This design comes from an exercise in tuning for small area on the open sky130 flow, not from production work.
RTL that was checked went through simulation tests only; none was proved equivalent to the original.
For run 3, only the layout was checked, not whether the RTL still works.
Power and IR drop assume default switching activity.

===== flow/design.v =====
module ps2_keyboard (
  input  wire       clk,
  input  wire       reset,
  input  wire       ps2_clk_i,
  input  wire       ps2_data_i,
  output wire       rx_strobe,
  output reg  [7:0] rx_data
);
reg  [1:0]  m;
reg  [3:0]  bit_count;
reg  [11:0] timer;
wire in_h  = (m == 2'b00);
wire in_fm = (m == 2'b01);
wire done  = (timer == 12'h6fc);
wire fb    = ~(timer[11] ^ timer[5] ^ timer[3] ^ timer[0]);
always @(posedge clk) begin
  if (reset) begin
    m         <= {1'b0, ~ps2_clk_i};
    bit_count <= 4'd0;
    timer     <= 12'h001;
  end else begin
    m[1] <= m[0];
    m[0] <= (m[1] == m[0]) ? ~ps2_clk_i : m[0];
    if (bit_count == 4'd11)
      bit_count <= 4'd0;
    else if (in_h && ps2_clk_i && done)
      bit_count <= 4'd0;
    else if (in_fm)
      bit_count <= bit_count + 4'd1;
    timer <= in_h ? {timer[10:0], fb} : 12'h000;
  end
end
always @(posedge clk)
  if (in_fm && bit_count != 4'd0 && bit_count <= 4'd8)
    rx_data <= {ps2_data_i, rx_data[7:1]};
assign rx_strobe = (bit_count == 4'd11) && !reset;
endmodule
`default_nettype none
module zxkbd
(
input               clk,
input               reset,
output              res_k,
output      [12:1]  f,
input               ps2_clk,
input               ps2_data,
input       [7:0]   zx_kb_scan,
output      [4:0]   zx_kb_out,
output      [4:0]   k_joy,        
output              num_joy
);
wire        rx_strobe;
wire [7:0]  b;
ps2_keyboard ps2_keyboard (
  .clk        (clk),
  .reset      (reset),
  .ps2_clk_i  (ps2_clk),
  .ps2_data_i (ps2_data),
  .rx_strobe  (rx_strobe),
  .rx_data    (b)
);
reg  [2:0]  phase;
reg         ex_code;      
reg         brk;          
reg         res_key;
reg  [12:1] f_key;
reg         numlock;
reg  [4:0]  kempston;
reg  [4:0]  keymatrix [0:7];
assign res_k   = res_key;
assign f       = f_key;
assign k_joy   = kempston;
assign num_joy = numlock;
wire p5  = (phase == 3'd5);
wire p6  = (phase == 3'd6);
wire val = ~reset & ~brk;     
always @(posedge clk) begin
  if (reset)
    phase <= 3'd0;
  else if (phase != 3'd0)
    phase <= (phase == 3'd6) ? 3'd0 : phase + 3'd1;
  else if (rx_strobe)
    phase <= 3'd1;
end
always @(posedge clk) begin
  if (reset) begin
    ex_code <= 1'b0;
    brk     <= 1'b0;
  end else if (p6) begin
    ex_code <= (b == 8'hE0) | (~brk & (b == 8'hF0) & ex_code);
    brk     <= brk ? (b == 8'hE0) : (b == 8'hF0);
  end
end
reg  [13:0] fhit;
always @(*) begin
  fhit = 14'd0;
  case (b)
    8'h05: fhit[1]  = 1'b1;
    8'h06: fhit[2]  = 1'b1;
    8'h04: fhit[3]  = 1'b1;
    8'h0c: fhit[4]  = 1'b1;
    8'h03: fhit[5]  = 1'b1;
    8'h0b: fhit[6]  = 1'b1;
    8'h83: fhit[7]  = 1'b1;
    8'h0a: fhit[8]  = 1'b1;
    8'h01: fhit[9]  = 1'b1;
    8'h09: fhit[10] = 1'b1;
    8'h78: fhit[11] = 1'b1;
    8'h07: fhit[12] = 1'b1;
    8'h7e: fhit[0]  = 1'b1;
    8'h77: fhit[13] = 1'b1;
    default: ;
  endcase
end
integer i;
always @(posedge clk) begin
  for (i = 1; i <= 12; i = i + 1)
    if (reset | (p5 & fhit[i])) f_key[i] <= val;
  if (reset | (p5 & fhit[0])) res_key <= val;
  if (reset)
    numlock <= 1'b0;
  else if (p5 & fhit[13] & ~brk)
    numlock <= ~numlock;
end
reg  [44:0] hit;
always @(*) begin
  hit = 45'd0;
  case ({ex_code, b})
    9'h029:         hit[0*5+0] = 1'b1;                       
    9'h114, 9'h014: hit[0*5+1] = 1'b1;                       
    9'h03a:         hit[0*5+2] = 1'b1;                       
    9'h071, 9'h049: begin hit[0*5+2] = 1'b1; hit[0*5+1] = 1'b1; end  
    9'h031:         hit[0*5+3] = 1'b1;                       
    9'h032:         hit[0*5+4] = 1'b1;                       
    9'h07c:         begin hit[0*5+4] = 1'b1; hit[0*5+1] = 1'b1; end  
    9'h15a, 9'h05a: hit[1*5+0] = 1'b1;                       
    9'h04b:         hit[1*5+1] = 1'b1;                       
    9'h042:         hit[1*5+2] = 1'b1;                       
    9'h079:         begin hit[1*5+2] = 1'b1; hit[0*5+1] = 1'b1; end  
    9'h03b:         hit[1*5+3] = 1'b1;                       
    9'h07b, 9'h04e: begin hit[1*5+3] = 1'b1; hit[0*5+1] = 1'b1; end  
    9'h033:         hit[1*5+4] = 1'b1;                       
    9'h04d:         hit[2*5+0] = 1'b1;                       
    9'h044:         hit[2*5+1] = 1'b1;                       
    9'h043:         hit[2*5+2] = 1'b1;                       
    9'h03c:         hit[2*5+3] = 1'b1;                       
    9'h035:         hit[2*5+4] = 1'b1;                       
    9'h045, 9'h070: hit[3*5+0] = 1'b1;                       
    9'h066:         begin hit[3*5+0] = 1'b1; hit[7*5+0] = 1'b1; end  
    9'h046, 9'h07d: hit[3*5+1] = 1'b1;                       
    9'h03e:         hit[3*5+2] = 1'b1;                       
    9'h03d, 9'h06c: hit[3*5+3] = 1'b1;                       
    9'h036:         hit[3*5+4] = 1'b1;                       
    9'h016, 9'h069: hit[4*5+0] = 1'b1;                       
    9'h00d:         begin hit[4*5+0] = 1'b1; hit[7*5+0] = 1'b1; end  
    9'h01e, 9'h072: hit[4*5+1] = 1'b1;                       
    9'h058:         begin hit[4*5+1] = 1'b1; hit[7*5+0] = 1'b1; end  
    9'h026, 9'h07a: hit[4*5+2] = 1'b1;                       
    9'h025:         hit[4*5+3] = 1'b1;                       
    9'h02e:         hit[4*5+4] = 1'b1;                       
    9'h015:         hit[5*5+0] = 1'b1;                       
    9'h01d:         hit[5*5+1] = 1'b1;                       
    9'h024:         hit[5*5+2] = 1'b1;                       
    9'h02d:         hit[5*5+3] = 1'b1;                       
    9'h02c:         hit[5*5+4] = 1'b1;                       
    9'h01c:         hit[6*5+0] = 1'b1;                       
    9'h01b:         hit[6*5+1] = 1'b1;                       
    9'h023:         hit[6*5+2] = 1'b1;                       
    9'h02b:         hit[6*5+3] = 1'b1;                       
    9'h034:         hit[6*5+4] = 1'b1;                       
    9'h012, 9'h059: hit[7*5+0] = 1'b1;                       
    9'h076:         begin hit[0*5+1] = 1'b1; hit[7*5+0] = 1'b1; end  
    9'h01a:         hit[7*5+1] = 1'b1;                       
    9'h022:         hit[7*5+2] = 1'b1;                       
    9'h021:         hit[7*5+3] = 1'b1;                       
    9'h02a:         hit[7*5+4] = 1'b1;                       
    9'h14a, 9'h04a: begin hit[7*5+4] = 1'b1; hit[0*5+1] = 1'b1; end  
    9'h041:         begin hit[0*5+3] = 1'b1; hit[0*5+1] = 1'b1; end  
    9'h04c:         begin hit[2*5+1] = 1'b1; hit[0*5+1] = 1'b1; end  
    9'h052:         begin hit[2*5+0] = 1'b1; hit[0*5+1] = 1'b1; end  
    9'h05d:         begin hit[7*5+1] = 1'b1; hit[0*5+1] = 1'b1; end  
    9'h055:         begin hit[1*5+1] = 1'b1; hit[0*5+1] = 1'b1; end  
    9'h054:         begin hit[3*5+2] = 1'b1; hit[0*5+1] = 1'b1; end  
    9'h05b:         begin hit[3*5+1] = 1'b1; hit[0*5+1] = 1'b1; end  
    9'h16b:         begin hit[7*5+0] = 1'b1; hit[4*5+4] = 1'b1; end  
    9'h175:         begin hit[7*5+0] = 1'b1; hit[3*5+3] = 1'b1; end  
    9'h174:         begin hit[7*5+0] = 1'b1; hit[3*5+2] = 1'b1; end  
    9'h172:         begin hit[7*5+0] = 1'b1; hit[3*5+4] = 1'b1; end  
    9'h06b:         if (~numlock) hit[4*5+3] = 1'b1; else hit[40+1] = 1'b1;  
    9'h073:         if (~numlock) hit[4*5+4] = 1'b1; else hit[40+2] = 1'b1;  
    9'h074:         if (~numlock) hit[3*5+4] = 1'b1; else hit[40+0] = 1'b1;  
    9'h075:         if (~numlock) hit[3*5+2] = 1'b1; else hit[40+3] = 1'b1;  
    9'h111:         hit[40+4] = 1'b1;                        
    default: ;
  endcase
end
integer r, c;
always @(posedge clk) begin
  for (r = 0; r < 8; r = r + 1)
    for (c = 0; c < 5; c = c + 1)
      if (reset | (p6 & hit[r*5+c])) keymatrix[r][c] <= val;
  for (c = 0; c < 5; c = c + 1)
    if (reset | (p6 & hit[40+c])) kempston[c] <= val;
end
assign  zx_kb_out = ~(((zx_kb_scan[0]==1'b0)? keymatrix[7]: 5'h0) |
                      ((zx_kb_scan[1]==1'b0)? keymatrix[6]: 5'h0) |
                      ((zx_kb_scan[2]==1'b0)? keymatrix[5]: 5'h0) |
                      ((zx_kb_scan[3]==1'b0)? keymatrix[4]: 5'h0) |
                      ((zx_kb_scan[4]==1'b0)? keymatrix[3]: 5'h0) |
                      ((zx_kb_scan[5]==1'b0)? keymatrix[2]: 5'h0) |
                      ((zx_kb_scan[6]==1'b0)? keymatrix[1]: 5'h0) |
                      ((zx_kb_scan[7]==1'b0)? keymatrix[0]: 5'h0) );
endmodule

===== flow/flow/run.sh =====
#!/bin/bash
# Standard ORFS flow with smaller port buffers and a leaner clock tree.
export BUFFER_PORTS_ARGS="-buffer_cell sky130_fd_sc_hd__buf_1"
export CTS_ARGS="-sink_clustering_enable -repair_clock_nets -dont_use_dummy_load -buf_list sky130_fd_sc_hd__clkbuf_8 -root_buf sky130_fd_sc_hd__clkbuf_8"
bash standard.sh > standard.log 2>&1

===== flow/standard.sh =====
#!/bin/bash
# synth_recipe.tcl (not shown) runs the flow's synth.tcl, then flattens the netlist and writes it again
# the make line also repeats each setting of config.mk as NAME=value (left out here)
make -C /OpenROAD-flow-scripts/flow DESIGN_CONFIG=/design/flow/config.mk WORK_HOME=/design/flow/orfs CLKGATE_MAP_FILE= SYNTH_SCRIPT=/design/flow/synth_recipe.tcl "${@:-finish}"

===== flow/config.mk =====
export PLATFORM = sky130hd
export DESIGN_NAME = zxkbd
export DESIGN_NICKNAME = zxkbd
export VERILOG_FILES = /design/flow/design.v
export SDC_FILE = /design/flow/constraint.sdc
export NUM_CORES = 4
export LEC_CHECK = 0
export ABC_AREA = 1
export CAP_MARGIN = 20
export CORE_MARGIN = 2
export CORE_UTILIZATION = 40
export PLACE_DENSITY = 0.6
export SLEW_MARGIN = 20

===== flow/constraint.sdc =====
create_clock -name core_clock -period 5.0 [get_ports {clk}]
set_input_delay 1.0000 -clock core_clock [delete_from_list [all_inputs] [get_ports {clk}]]
set_output_delay 1.0000 -clock core_clock [all_outputs]
set_load 0.01 [all_outputs]

==> results.json, run 1 <==
{
  "die_area_um2": 11650,
  "synth.cell_area_um2": 4323,
  "cp-endpoint": "zx_kb_out[1]",
  "syn_nets": 509,
  "drc": 0,
  "post-cts-setup-buffers": 0,
  "finalSetupTns_ps": 0,
  "grt_remaining_overflow": 0,
  "rows": 37,
  "critPathRequiredTime_ps": 4000,
  "clkTransAtPathRegs_ps": 90,
  "diodes": 0,
  "finalWeightedCongestion": 0.9050,
  "synthCells": 493,
  "clock_power_share_pct": 27.8,
  "synth_seq_area_share_pct": 57.19,
  "layout_commonest_cell": "nand2_1",
  "p_leak_uw": 0.001732,
  "r2r_start": "ps2_keyboard.rx_data[7]$_DFFE_PP_",
  "die_x_um": 108.0,
  "min_path_type": "flop to flop",
  "antenna_found_initial": 0,
  "post_synth_main_area_contributors": "edfxtp_1 (47%), dfxtp_1 (11%), nand2_1 (9.6%)",
  "num_vias": 3534,
  "clockBufferDepth": 2,
  "worstSetupEndpointType": "output pin",
  "rsz0062_at_grt": "false",
  "floorplan.initialDensity_pct": 41.50,
  "startpoint": "zx_kb_scan[2]",
  "fp.dieH_um": 108.0,
  "period_share_pct": 57.24,
  "synthArstFlopShare_pct": 0,
  "synth_top_area_cell": "edfxtp_1",
  "vias_per_cell": 5.346,
  "track_usage_pct": 19.79,
  "skew_ps": 27.01,
  "post-synth-top-area-fraction_pct": 46.54,
  "worstPathMaxFanout": 5,
  "synth.distinct_cells": 31,
  "fmax_ghz": 0.3494,
  "critPathKind": "input port to output pin",
  "hold_violations": 0,
  "coreArea_um2": 10420,
  "p_int_uw": 1038,
  "postCtsResizedCells": 0,
  "p_sw_uw": 324.3,
  "hpwl_um": 7882,
  "status": "timing/DRC/antenna clean",
  "dr.pass1.iters": 5,
  "synth-compound-area-share_pct": 12.21,
  "comb_power_share_pct": 9.1,
  "maxCapViolCount": 0,
  "drtIter0Drc": 284,
  "root_buffer": "clkbuf_8",
  "mostFrequentLayoutCells": "nand2_1 (110), edfxtp_1 (67), nor2_1 (65)",
  "crit_arrival_ps": 1860,
  "swShare_pct": 23.80,
  "synth-adder-area-share_pct": 1.158,
  "grt_pass1_vias": 3495,
  "synth_top_family_by_area": "simple AND/OR/NAND/NOR gates",
  "syn_avg_cell_area_um2": 8.769,
  "grt_max_degree": 45,
  "synthFlopType": "edfxtp_1",
  "ir_drop_uv": 173.3,
  "sequentialPowerShare_pct": 63.1,
  "cts_sinks": 90,
  "synth.area.mux_share_pct": 0,
  "power_uw": 1363,
  "synth_simple_gate_area_share_pct": 21.77,
  "r2r_end": "res_key$_DFFE_PP_",
  "tritoncts": "built",
  "finalSetupViolCount": 0,
  "tightest_slew_ps": 1002,
  "final_cell_count_no_fill": 661,
  "slew_headroom_pct": 33.16,
  "final_nets": 543,
  "io_buffers": 35,
  "dp.cells": 652,
  "power.density_nw_per_um2": 289.8,
  "timing.final.crit_period_ps": 2862,
  "synth-edff-count": 67,
  "ys_warn_count": 3,
  "slew_viol_final": 0,
  "start_kind": "input port",
  "areaGrowthSynthToFinish_pct": 8.770,
  "wirelength_um": 10740,
  "htree_levels": 3,
  "ios": 36,
  "worstRegToRegCells": 7,
  "postRouteAntennaNets": 0,
  "synth-seq-cells": 90,
  "hold_buffers": 0,
  "wire_per_inst_um": 16.25,
  "clock_latency_ps": 370,
  "synth_xor_area_share_pct": 0.8104,
  "grt_pass1_wl_um": 17520,
  "cts_buffers": 9,
  "r2r_slack_ps": 2320,
  "drive_gt1_share_pct": 2.667
}
[kinds of logic (layout without fill, tap and decap cells)]
family | after synthesis | in the layout
simple gates | 226 | 226
xor+xnor | 4 | 4
compound gates | 93 | 93
flops | 90 | 90
buf+inv | 76 | 108
fa+ha+maj | 4 | 4
[critical path, cell delays in order]
cell and delay, ps:
buf_1 60, inv_1 80, nand2_1 70, nand3_1 110, a21oi_1 140, nand4_1 90
a21oi_1 130, buf_1 160
[power by group through the flow]
stage / Clock [µW] / Combinational [µW] / Sequential [µW]
global route: 412 / 142 / 863
floorplan: 0 / 80.2 / 875
finish: 378 / 125 / 860
global placement: 0 / 123 / 875
CTS: 390 / 126 / 860
detailed placement: 0 / 125 / 877
[stage by stage]
| step | hold slack, ps | cell area [µm²] | util [%] | setup slack [ps] |
|---|---|---|---|---|
| floorplan | 408.2 | 4323 | - | 2159 |
| global placement | 414.3 | 4578 | 43.95 | 2116 |
| detailed placement | 421.5 | 4578 | 43.95 | 2108 |
| CTS | 441.7 | 4702 | 45.14 | 2107 |
| global route | 460.1 | 4702 | 45.14 | 1932 |
| finish | 441.3 | 4702 | 45.14 | 2138 |
[synthesized netlist by cell type (4+ instances only)]
cell,instances
edfxtp_1,67
a22o_1,4
nand4_1,9
nand3_1,31
ha_1,4
inv_1,61
o221ai_1,4
nor2_1,66
a21oi_1,18
nor3_1,4
o31ai_1,5
o21ai_0,54
clkbuf_1,9
nand2_1,110
dfxtp_1,23
[layer usage]
metal | routed length, µm | GRT usage [%]
met5 | 0 | 0
met2 | 5143 | 32.66
met3 | 587 | 3.617
met4 | 372 | 9.615
met1 | 4640 | 25.11
[worst min path at each step]
| stage | start | end | slack (ps) | depth (start not counted) |
|---|---|---|---|---|
| after global placement | ps2_keyboard.timer[2]$_SDFF_PP0_ | ps2_keyboard.timer[3]$_SDFF_PP0_ | 410 | 2 |
| final | ps2_keyboard.timer[1]$_SDFF_PP0_ | ps2_keyboard.timer[2]$_SDFF_PP0_ | 440 | 2 |
| after CTS | ps2_keyboard.timer[1]$_SDFF_PP0_ | ps2_keyboard.timer[2]$_SDFF_PP0_ | 440 | 2 |
| after global routing | ps2_keyboard.timer[8]$_SDFF_PP0_ | ps2_keyboard.timer[9]$_SDFF_PP0_ | 460 | 2 |
| after floorplan | ps2_keyboard.timer[2]$_SDFF_PP0_ | ps2_keyboard.timer[3]$_SDFF_PP0_ | 410 | 2 |
| after detailed placement | ps2_keyboard.timer[2]$_SDFF_PP0_ | ps2_keyboard.timer[3]$_SDFF_PP0_ | 420 | 2 |
[final cells by class]
class	instances	area [µm²]
Sequential cell	90	2472
Fill cell	1041	5714
Timing Repair Buffer	37	146.4
Multi-Input combinational cell	327	1556
Tap cell	136	170.2
Inverter	62	232.7
Clock buffer	9	123.9
[sequential cells by signal, indices dropped and copies added, names as in the netlist]
register                count
keymatrix                  40
f_key                      12
ps2_keyboard.timer         12
ps2_keyboard.rx_data        8
kempston                    5
ps2_keyboard.bit_count      4
phase                       3
ps2_keyboard.m              2
brk                         1
ex_code                     1
numlock                     1
res_key                     1
==> run 2: changes to the inputs <==
==> flow/run.sh (new file) <==
#!/bin/bash
# synth_recipe.tcl (not shown) runs the flow's synth.tcl, then flattens the netlist and writes it again
# the make line also repeats each setting of config.mk as NAME=value (left out here)
make -C /OpenROAD-flow-scripts/flow DESIGN_CONFIG=/design/flow/config.mk WORK_HOME=/design/flow/orfs CLKGATE_MAP_FILE= SYNTH_SCRIPT=/design/flow/synth_recipe.tcl finish
--- a/flow/config.mk
+++ b/flow/config.mk
@@ -5,7 +5,6 @@
 export SDC_FILE = /design/flow/constraint.sdc
 export NUM_CORES = 4
 export LEC_CHECK = 0
-export ABC_AREA = 1
 export CAP_MARGIN = 20
 export CORE_MARGIN = 2
 export CORE_UTILIZATION = 40
removed: flow/flow/run.sh
removed: flow/standard.sh
==> results.json, run 2 <==
{
  "clockBufferDepth": 2,
  "grt_pass1_wl_um": 19220,
  "hold_violations": 0,
  "synth_most_common_cell": "edfxtp_1",
  "finalSetupViolCount": 0,
  "cts_buffers": 9,
  "largest_reg_flops": 40,
  "ios": 36,
  "synth_xor_area_share_pct": 1.528,
  "r2r_end": "keymatrix[3][2]$_DFFE_PP_",
  "synth.distinct_cells": 58,
  "slew_viol_final": 0,
  "status": "timing/DRC/antenna clean",
  "dp.cells": 624,
  "met1_length_um": 5176,
  "p_sw_uw": 406.4,
  "ir_drop_uv": 141.8,
  "io_buffers": 35,
  "post_synth_main_area_contributors": "edfxtp_1 (44%), dfxtp_1 (10%), nand2_1 (4.3%)",
  "min_path_type": "flop to flop",
  "slew_headroom_pct": 26.24,
  "utilization_pct": 46.98,
  "grt_pass1_vias": 3541,
  "floorplan.initialDensity_pct": 40.50,
  "sequentialPowerShare_pct": 51.5,
  "reg_top3": "keymatrix (40), f_key (12), ps2_keyboard.timer (12)",
  "worstPathMaxFanout": 5,
  "timing.final.crit_period_ps": 3606,
  "wirelength_um": 11890,
  "synthTopCellsByCount": "edfxtp_1 (67), nand2_1 (53), inv_1 (49), nor2_1 (37), o21ai_0 (30)",
  "startpoint": "zx_kb_scan[0]",
  "mostFrequentLayoutCells": "edfxtp_1 (67), nand2_1 (53), inv_1 (49)",
  "coreArea_um2": 11320,
  "maxCapViolCount": 0,
  "die_x_um": 111.1,
  "fp.dieH_um": 111.1,
  "met2_length_um": 5589,
  "synth-adder-area-share_pct": 1.092,
  "dr.pass1.iters": 5,
  "synthFlopType": "edfxtp_1",
  "hold_buffers": 0,
  "track_usage_pct": 19.81,
  "wire_per_inst_um": 18.54,
  "synth.area.mux_share_pct": 0.2183,
  "comb_power_share_pct": 9.5,
  "period_share_pct": 72.11,
  "tightest_slew_ps": 1098,
  "diodes": 0,
  "die_area_um2": 12330,
  "drive_gt1_share_pct": 5.823,
  "skew_ps": 5.211,
  "r2r_slack_ps": 2420,
  "ys_warn_count": 3,
  "areaGrowthSynthToFinish_pct": 16.02,
  "rows": 39,
  "crit_arrival_ps": 2610,
  "p_int_uw": 1297,
  "vias_per_cell": 5.693,
  "synth_simple_gate_area_share_pct": 20.85,
  "grt_max_degree": 59,
  "power.density_nw_per_um2": 320.3,
  "antenna_found_initial": 0,
  "hpwl_um": 8318,
  "clkTransAtPathRegs_ps": 60,
  "syn_nets": 489,
  "synth_top_family_by_area": "simple AND/OR/NAND/NOR gates",
  "r2r_start": "ps2_keyboard.rx_data[2]$_DFFE_PP_",
  "tritoncts": "built",
  "worstSetupEndpointType": "output pin",
  "drc": 0,
  "post-synth-top-area-fraction_pct": 43.89,
  "final_nets": 509,
  "start_kind": "input port",
  "rsz0062_at_grt": "false",
  "synth_seq_area_share_pct": 53.93,
  "wl_met3_um": 809,
  "synth-seq-cells": 90,
  "critPathRequiredTime_ps": 4000,
  "synthCells": 473,
  "num_vias": 3649,
  "grt_remaining_overflow": 0,
  "p_leak_uw": 0.001958,
  "cts_sinks": 90,
  "fmax_ghz": 0.2774,
  "highest_layer": "met4",
  "synth-compound-area-share_pct": 15.39,
  "postRouteAntennaNets": 0,
  "synth-edff-count": 67,
  "worstRegToRegCells": 4,
  "clock_latency_ps": 340,
  "syn_avg_cell_area_um2": 9.692,
  "synth.cell_area_um2": 4584,
  "top_register": "keymatrix",
  "postCtsResizedCells": 0,
  "swShare_pct": 23.86,
  "cp-endpoint": "zx_kb_out[1]",
  "root_buffer": "clkbuf_16",
  "finalSetupTns_ps": 0,
  "finalWeightedCongestion": 0.9332,
  "whs_path_depth": 1,
  "drtIter0Drc": 453,
  "layout_commonest_cell": "edfxtp_1",
  "post-cts-setup-buffers": 0,
  "synthArstFlopShare_pct": 0,
  "final_cell_count_no_fill": 641,
  "clock_power_share_pct": 39.0,
  "critPathKind": "input port to output pin",
  "synth_top_area_cell": "edfxtp_1",
  "htree_levels": 3
}
## run 2: layer usage
metal  up-vias  GRT usage [%]
met1      1726          27.37
met3        29          3.609
met4         0          8.066
li1       1748              -
met2       146          30.96
met5         -              0
## run 2: cell families (layout without fill, tap and decap cells)
group,count (synthesis),in the layout
AOI/OAI and AO/OA,105,105
xor gates and xnor gates,8,8
adders and majority gates,4,4
buffers and inverters,79,104
DFF,90,90
muxes,1,1
and+or+nand+nor,186,186
## run 2: cell type report
type	count	area (µm²)
Clock buffer	9	225.2
Clock inverter	7	66.31
Multi-Input combinational cell	304	1799
Fill cell	1091	6002
Tap cell	143	178.9
Inverter	49	183.9
Sequential cell	90	2472
Timing Repair Buffer	39	392.9
## run 2: worst max-delay path, cell delays in order
cell and delay [ps]:
clkdlybuf4s50_1 580, o22ai_1 130, nor4_1 300, clkdlybuf4s50_1 590
## run 2: through the flow
stage | total power (µW) | area, µm² | hold slack, ps | setup slack, ps
floorplan | 983.7 | 4584 | 420.6 | 1962
global placement | 1052 | 5007 | 430.8 | 1376
detailed placement | 1053 | 5007 | 438.2 | 1397
CTS | 1716 | 5299 | 460.5 | 1391
global route | 1772 | 5319 | 483.6 | 1290
finish | 1703 | 5319 | 454.7 | 1394
## run 2: how the worst min path moves through the flow
stage	end	slack [ps]	from
2_1_floorplan	ps2_keyboard.rx_data[1]$_DFFE_PP_	420	ps2_keyboard.rx_data[2]$_DFFE_PP_
3_3_place_gp	ps2_keyboard.timer[9]$_SDFF_PP0_	430	ps2_keyboard.timer[8]$_SDFF_PP0_
6_report	ps2_keyboard.timer[9]$_SDFF_PP0_	450	ps2_keyboard.timer[8]$_SDFF_PP0_
3_5_place_dp	ps2_keyboard.timer[9]$_SDFF_PP0_	440	ps2_keyboard.timer[8]$_SDFF_PP0_
4_1_cts	ps2_keyboard.timer[10]$_SDFF_PP0_	460	ps2_keyboard.timer[9]$_SDFF_PP0_
5_1_grt	ps2_keyboard.timer[7]$_SDFF_PP0_	480	ps2_keyboard.timer[6]$_SDFF_PP0_
## run 2: power by group through the flow
stage               combinational, µW  sequential [µW]  clock (µW)
floorplan                         108              876           0
CTS                               160              878         678
global placement                  159              893           0
detailed placement                159              894           0
finish                            161              878         665
global route                      179              882         710
==> run 3: changes to the inputs <==
--- a/flow/design.v
+++ b/flow/design.v
@@ -3,37 +3,42 @@
   input  wire       reset,
   input  wire       ps2_clk_i,
   input  wire       ps2_data_i,
-  output wire       rx_strobe,
+  output wire       rx_p5,
+  output wire       rx_p6,
   output reg  [7:0] rx_data
 );
 reg  [1:0]  m;
-reg  [3:0]  bit_count;
-reg  [11:0] timer;
+reg  [4:0]  s;
+reg  [11:0] timer_r;
+wire [11:0] timer = timer_r ^ 12'haaa;
 wire in_h  = (m == 2'b00);
 wire in_fm = (m == 2'b01);
 wire done  = (timer == 12'h6fc);
 wire fb    = ~(timer[11] ^ timer[5] ^ timer[3] ^ timer[0]);
 always @(posedge clk) begin
   if (reset) begin
-    m         <= {1'b0, ~ps2_clk_i};
-    bit_count <= 4'd0;
-    timer     <= 12'h001;
+    m     <= {1'b0, ~ps2_clk_i};
+    s     <= 5'd0;
+    timer_r <= 12'h001 ^ 12'haaa;
   end else begin
     m[1] <= m[0];
     m[0] <= (m[1] == m[0]) ? ~ps2_clk_i : m[0];
-    if (bit_count == 4'd11)
-      bit_count <= 4'd0;
+    if (s[4])
+      s <= (s[3:1] == 3'd6) ? {4'd0, s[0] | in_fm} : {1'b1, s[3:1] + 3'd1, s[0] | in_fm};
+    else if (s[3:0] == 4'd11)
+      s <= 5'b1_001_0;
     else if (in_h && ps2_clk_i && done)
-      bit_count <= 4'd0;
+      s <= 5'd0;
     else if (in_fm)
-      bit_count <= bit_count + 4'd1;
-    timer <= in_h ? {timer[10:0], fb} : 12'h000;
+      s <= s + 5'd1;
+    timer_r <= (in_h ? {timer[10:0], fb} : 12'h000) ^ 12'haaa;
   end
 end
 always @(posedge clk)
-  if (in_fm && bit_count != 4'd0 && bit_count <= 4'd8)
+  if (in_fm && !s[4] && s[3:0] != 4'd0 && s[3:0] <= 4'd8)
     rx_data <= {ps2_data_i, rx_data[7:1]};
-assign rx_strobe = (bit_count == 4'd11) && !reset;
+assign rx_p5 = s[4] && (s[3:1] == 3'd5);
+assign rx_p6 = s[4] && (s[3:1] == 3'd6);
 endmodule
 `default_nettype none
 module zxkbd
@@ -49,39 +54,29 @@
 output      [4:0]   k_joy,        
 output              num_joy
 );
-wire        rx_strobe;
+wire        p5, p6;
 wire [7:0]  b;
 ps2_keyboard ps2_keyboard (
   .clk        (clk),
   .reset      (reset),
   .ps2_clk_i  (ps2_clk),
   .ps2_data_i (ps2_data),
-  .rx_strobe  (rx_strobe),
+  .rx_p5      (p5),
+  .rx_p6      (p6),
   .rx_data    (b)
 );
-reg  [2:0]  phase;
 reg         ex_code;      
 reg         brk;          
 reg         res_key;
 reg  [12:1] f_key;
 reg         numlock;
 reg  [4:0]  kempston;
-reg  [4:0]  keymatrix [0:7];
+reg  [4:0]  keymatrix_n [0:7];
 assign res_k   = res_key;
 assign f       = f_key;
 assign k_joy   = kempston;
 assign num_joy = numlock;
-wire p5  = (phase == 3'd5);
-wire p6  = (phase == 3'd6);
 wire val = ~reset & ~brk;     
-always @(posedge clk) begin
-  if (reset)
-    phase <= 3'd0;
-  else if (phase != 3'd0)
-    phase <= (phase == 3'd6) ? 3'd0 : phase + 3'd1;
-  else if (rx_strobe)
-    phase <= 3'd1;
-end
 always @(posedge clk) begin
   if (reset) begin
     ex_code <= 1'b0;
@@ -198,16 +193,16 @@
 always @(posedge clk) begin
   for (r = 0; r < 8; r = r + 1)
     for (c = 0; c < 5; c = c + 1)
-      if (reset | (p6 & hit[r*5+c])) keymatrix[r][c] <= val;
+      if (reset | (p6 & hit[r*5+c])) keymatrix_n[r][c] <= ~val;
   for (c = 0; c < 5; c = c + 1)
     if (reset | (p6 & hit[40+c])) kempston[c] <= val;
 end
-assign  zx_kb_out = ~(((zx_kb_scan[0]==1'b0)? keymatrix[7]: 5'h0) |
-                      ((zx_kb_scan[1]==1'b0)? keymatrix[6]: 5'h0) |
-                      ((zx_kb_scan[2]==1'b0)? keymatrix[5]: 5'h0) |
-                      ((zx_kb_scan[3]==1'b0)? keymatrix[4]: 5'h0) |
-                      ((zx_kb_scan[4]==1'b0)? keymatrix[3]: 5'h0) |
-                      ((zx_kb_scan[5]==1'b0)? keymatrix[2]: 5'h0) |
-                      ((zx_kb_scan[6]==1'b0)? keymatrix[1]: 5'h0) |
-                      ((zx_kb_scan[7]==1'b0)? keymatrix[0]: 5'h0) );
+assign  zx_kb_out = (zx_kb_scan[0] ? 5'h1f : keymatrix_n[7]) &
+                    (zx_kb_scan[1] ? 5'h1f : keymatrix_n[6]) &
+                    (zx_kb_scan[2] ? 5'h1f : keymatrix_n[5]) &
+                    (zx_kb_scan[3] ? 5'h1f : keymatrix_n[4]) &
+                    (zx_kb_scan[4] ? 5'h1f : keymatrix_n[3]) &
+                    (zx_kb_scan[5] ? 5'h1f : keymatrix_n[2]) &
+                    (zx_kb_scan[6] ? 5'h1f : keymatrix_n[1]) &
+                    (zx_kb_scan[7] ? 5'h1f : keymatrix_n[0]);
 endmodule
==> flow/flow/run.sh (new file) <==
#!/bin/bash
# The standard ORFS flow (standard.sh) with three changes:
#  - synthesis maps with an area-only ABC script (flow/my_synth.tcl),
#  - ports are buffered with buf_1 instead of the default buffer,
#  - the clock tree uses clkbuf_8 and no dummy loads.
set -euo pipefail
export MY_FLOW_DIR=$PWD
sed "s#SYNTH_SCRIPT=[^ ]*#SYNTH_SCRIPT=$PWD/flow/my_synth.tcl#" standard.sh > my_standard.sh
export BUFFER_PORTS_ARGS="-buffer_cell sky130_fd_sc_hd__buf_1"
export CTS_ARGS="-sink_clustering_enable -repair_clock_nets -dont_use_dummy_load -buf_list sky130_fd_sc_hd__clkbuf_8 -root_buf sky130_fd_sc_hd__clkbuf_8"
bash my_standard.sh > standard.log 2>&1
==> flow/flow/abc_area.script (new file) <==
strash
balance
rewrite
refactor
balance
rewrite
rewrite -z
balance
refactor -z
rewrite -z
balance
dch -f
map -a
mfs2
strash
dch -f
map -a
topo
==> flow/flow/my_synth.tcl (new file) <==
# The standard synthesis script, with ABC's technology mapping run with an
# area-only script (flow/abc_area.script) instead of ORFS's timing-driven one.
proc abc {args} {
  set i [lsearch $args -script]
  if {$i >= 0} { lset args [expr {$i+1}] $::env(MY_FLOW_DIR)/flow/abc_area.script }
  yosys abc {*}$args
}
source $::env(MY_FLOW_DIR)/synth_recipe.tcl
==> flow/standard.sh (new file) <==
#!/bin/bash
# synth_recipe.tcl (not shown) runs the flow's synth.tcl, then flattens the netlist and writes it again
# the make line also repeats each setting of config.mk as NAME=value (left out here)
make -C /OpenROAD-flow-scripts/flow DESIGN_CONFIG=/design/flow/config.mk WORK_HOME=/design/flow/orfs CLKGATE_MAP_FILE= SYNTH_SCRIPT=/design/flow/synth_recipe.tcl "${@:-finish}"
--- a/flow/config.mk
+++ b/flow/config.mk
@@ -5,6 +5,7 @@
 export SDC_FILE = /design/flow/constraint.sdc
 export NUM_CORES = 4
 export LEC_CHECK = 0
+export ABC_AREA = 1
 export CAP_MARGIN = 20
 export CORE_MARGIN = 2
 export CORE_UTILIZATION = 40
removed: flow/run.sh
==> results.json, run 3 <==
{
  "areaGrowthSynthToFinish_pct": 10.78,
  "rsz0062_at_grt": "false",
  "tightest_slew_ps": 871.5,
  "finalSetupViolCount": 0,
  "period_share_pct": 58.50,
  "clock_latency_ps": 360,
  "slew_viol_final": 0,
  "synth_top_area_cell": "edfxtp_1",
  "finalWeightedCongestion": 0.9361,
  "syn_nets": 437,
  "antenna_found_initial": 0,
  "rows": 36,
  "synthTopCellsByCount": "nor2_1 (74), edfxtp_1 (67), clkinv_1 (64), o21ai_0 (48), nand2_1 (38)",
  "timing.final.crit_period_ps": 2925,
  "grt_max_degree": 52,
  "synth.cell_area_um2": 4073,
  "synthCells": 421,
  "grt_pass1_vias": 3087,
  "reg_top3": "keymatrix_n (40), f_key (12), ps2_keyboard.timer_r (12)",
  "final_nets": 485,
  "worstPathMaxFanout": 40,
  "dr.pass1.iters": 7,
  "clkTransAtPathRegs_ps": 70,
  "drive_gt1_share_pct": 3.426,
  "ios": 36,
  "synthFlopType": "edfxtp_1",
  "start_kind": "input port",
  "status": "timing/DRC/antenna clean",
  "die_area_um2": 11010,
  "cts_buffers": 9,
  "grt_pass1_wl_um": 16300,
  "synthArstFlopShare_pct": 0,
  "postCtsResizedCells": 0,
  "root_buffer": "clkbuf_8",
  "post_synth_main_area_contributors": "edfxtp_1 (49%), dfxtp_1 (10%), nor2_1 (6.8%)",
  "syn_avg_cell_area_um2": 9.674,
  "hpwl_um": 7632,
  "r2r_slack_ps": 2170,
  "top_register": "keymatrix_n",
  "die_x_um": 104.9,
  "num_vias": 3381,
  "skew_ps": 16.55,
  "worst_slack_ps": 2075,
  "hold_violations": 0,
  "drc": 0,
  "grt_remaining_overflow": 0,
  "synth.distinct_cells": 31,
  "floorplan.initialDensity_pct": 41.48,
  "ir_drop_uv": 120.1,
  "cts_sinks": 88,
  "largest_reg_flops": 40,
  "p_leak_uw": 0.001371,
  "tritoncts": "built",
  "critPathRequiredTime_ps": 4820,
  "htree_levels": 3,
  "slew_headroom_pct": 41.54,
  "synth-seq-cells": 88,
  "wirelength_um": 10380,
  "crit_arrival_ps": 2740,
  "power.density_nw_per_um2": 307.0,
  "drtIter0Drc": 331,
  "clockBufferDepth": 2,
  "diodes": 0,
  "post-synth-top-area-fraction_pct": 49.40,
  "hold_buffers": 0,
  "finalSetupTns_ps": 0,
  "maxCapViolCount": 0,
  "synth_seq_area_share_pct": 59.72,
  "io_buffers": 35,
  "wire_per_inst_um": 17.30,
  "utilization_pct": 45.95,
  "min_path_type": "flop to flop",
  "ys_warn_count": 3,
  "post-cts-setup-buffers": 0,
  "fp.dieH_um": 104.9,
  "track_usage_pct": 19.43,
  "vias_per_cell": 5.635,
  "fmax_ghz": 0.3419,
  "worstSetupEndpointType": "flop",
  "synth_most_common_cell": "nor2_1",
  "dp.cells": 591,
  "mostFrequentLayoutCells": "nor2_1 (73), edfxtp_1 (67), clkinv_1 (64)",
  "coreArea_um2": 9819,
  "layout_commonest_cell": "nor2_1",
  "final_cell_count_no_fill": 600,
  "postRouteAntennaNets": 0,
  "power_uw": 1385,
  "critPathKind": "input port to flop",
  "synth-edff-count": 67,
  "pre_cts_slack_ps": 1232
}
## run 3: cell count changes after synthesis, sizes merged, moves of 9 or more
cell and delta:
a21oi +9, and2 -14, buf -12, clkbuf -18, clkinv +64, inv -49
nand2 -15, nand3 -9, nor2 +37, o21ai +18
## run 3: cells by family (layout without fill, tap and decap cells)
family	count (synthesis)	count (layout)	synth area share [%]
and+or+nand+nor	138	138	13.95
buffers and inverters	64	110	5.899
DFF	88	88	59.72
xor gates and xnor gates	3	3	0.6453
AOI/OAI and AO/OA	124	124	18.56
adders and majority gates	4	4	1.229
## run 3: power by group
| group | switching, µW | internal (µW) |
|---|---|---|
| logic | 111 | 42.8 |
| registers | 21.6 | 832 |
| clock network | 217 | 161 |
## run 3: final cells by class
cell class                      instances  area [µm²]
Timing Repair Buffer                   37       146.4
Clock buffer                            9       123.9
Sequential cell                        88        2432
Tap cell                              133       166.4
Multi-Input combinational cell        269        1403
Fill cell                            1010        5308
Inverter                               64       240.2
## run 3: final timing paths
check / from / endpoint / cells after the start
hold reg to reg: ps2_keyboard.timer_r[2]$_SDFF_PP0_ / ps2_keyboard.timer_r[3]$_SDFF_PP1_ / 1
setup reg to reg: ps2_keyboard.rx_data[6]$_DFFE_PP_ / keymatrix_n[3][0]$_DFFE_PP_ / 8
hold / removal: ps2_keyboard.timer_r[2]$_SDFF_PP0_ / ps2_keyboard.timer_r[3]$_SDFF_PP1_ / 1
setup / recovery: reset / keymatrix_n[4][1]$_DFFE_PP_ / 4
## run 3: per-layer routing
layer	up-vias	share of wire [%]	track usage, %	routed length, µm
met5	-	0	0	0
met4	0	2.5	7.429	262
met1	1586	45	27.53	4692
met2	155	45	29.17	4657
met3	22	7.4	4.180	766
li1	1618	-	-	-
## run 3: through the flow
stage,hold WS (ps),area (µm²)
floorplan,366.4,4073
global placement,369.0,4385
detailed placement,376.2,4385
CTS,393.3,4509
global route,407.8,4512
finish,391.3,4512
## run 3: critical path, stage by stage
cell	delay (ps)
buf_1	70
buf_4	200
nor2_2	550
clkinv_1	910

[re-timing with driven ports]
Ports are ideal in the flow. The routed layouts listed here were re-timed in OpenROAD. Step 1: set_driving_cell puts a clkbuf_16 on clk and a buf_2 on each other input, an assumption about the parent block. Step 2, shift: input delay + t, output delay - t, t = (earliest + latest rising clock arrival at the registers) / 2. This alone moves slack from input paths to output paths. Three values: ideal ports, drivers, drivers and shift; two values: the first two.
run | shift t [ns] | setup WS [ns] | hold WS [ns] | worst setup path after step 2 | worst data-port slew with drivers (ns)
run 1 | 0.386 | 2.138 / 2.114 / 2.114 | 0.441 / 0.441 / 0.441 | input to output | 0.03
run 2 | 0.376 | 1.394 / 1.366 / 1.366 | 0.455 / 0.455 / 0.455 | input to output | 0.03
run 3 | 0.385 | 2.075 / 2.084 / 1.705 | 0.391 / 0.391 / 0.391 | input to register | 0.04
After both steps every run listed still meets setup and hold. For run 3, which loses most, drivers alone change the setup slack by +0.009 ns; drivers and shift together by -0.370 ns.
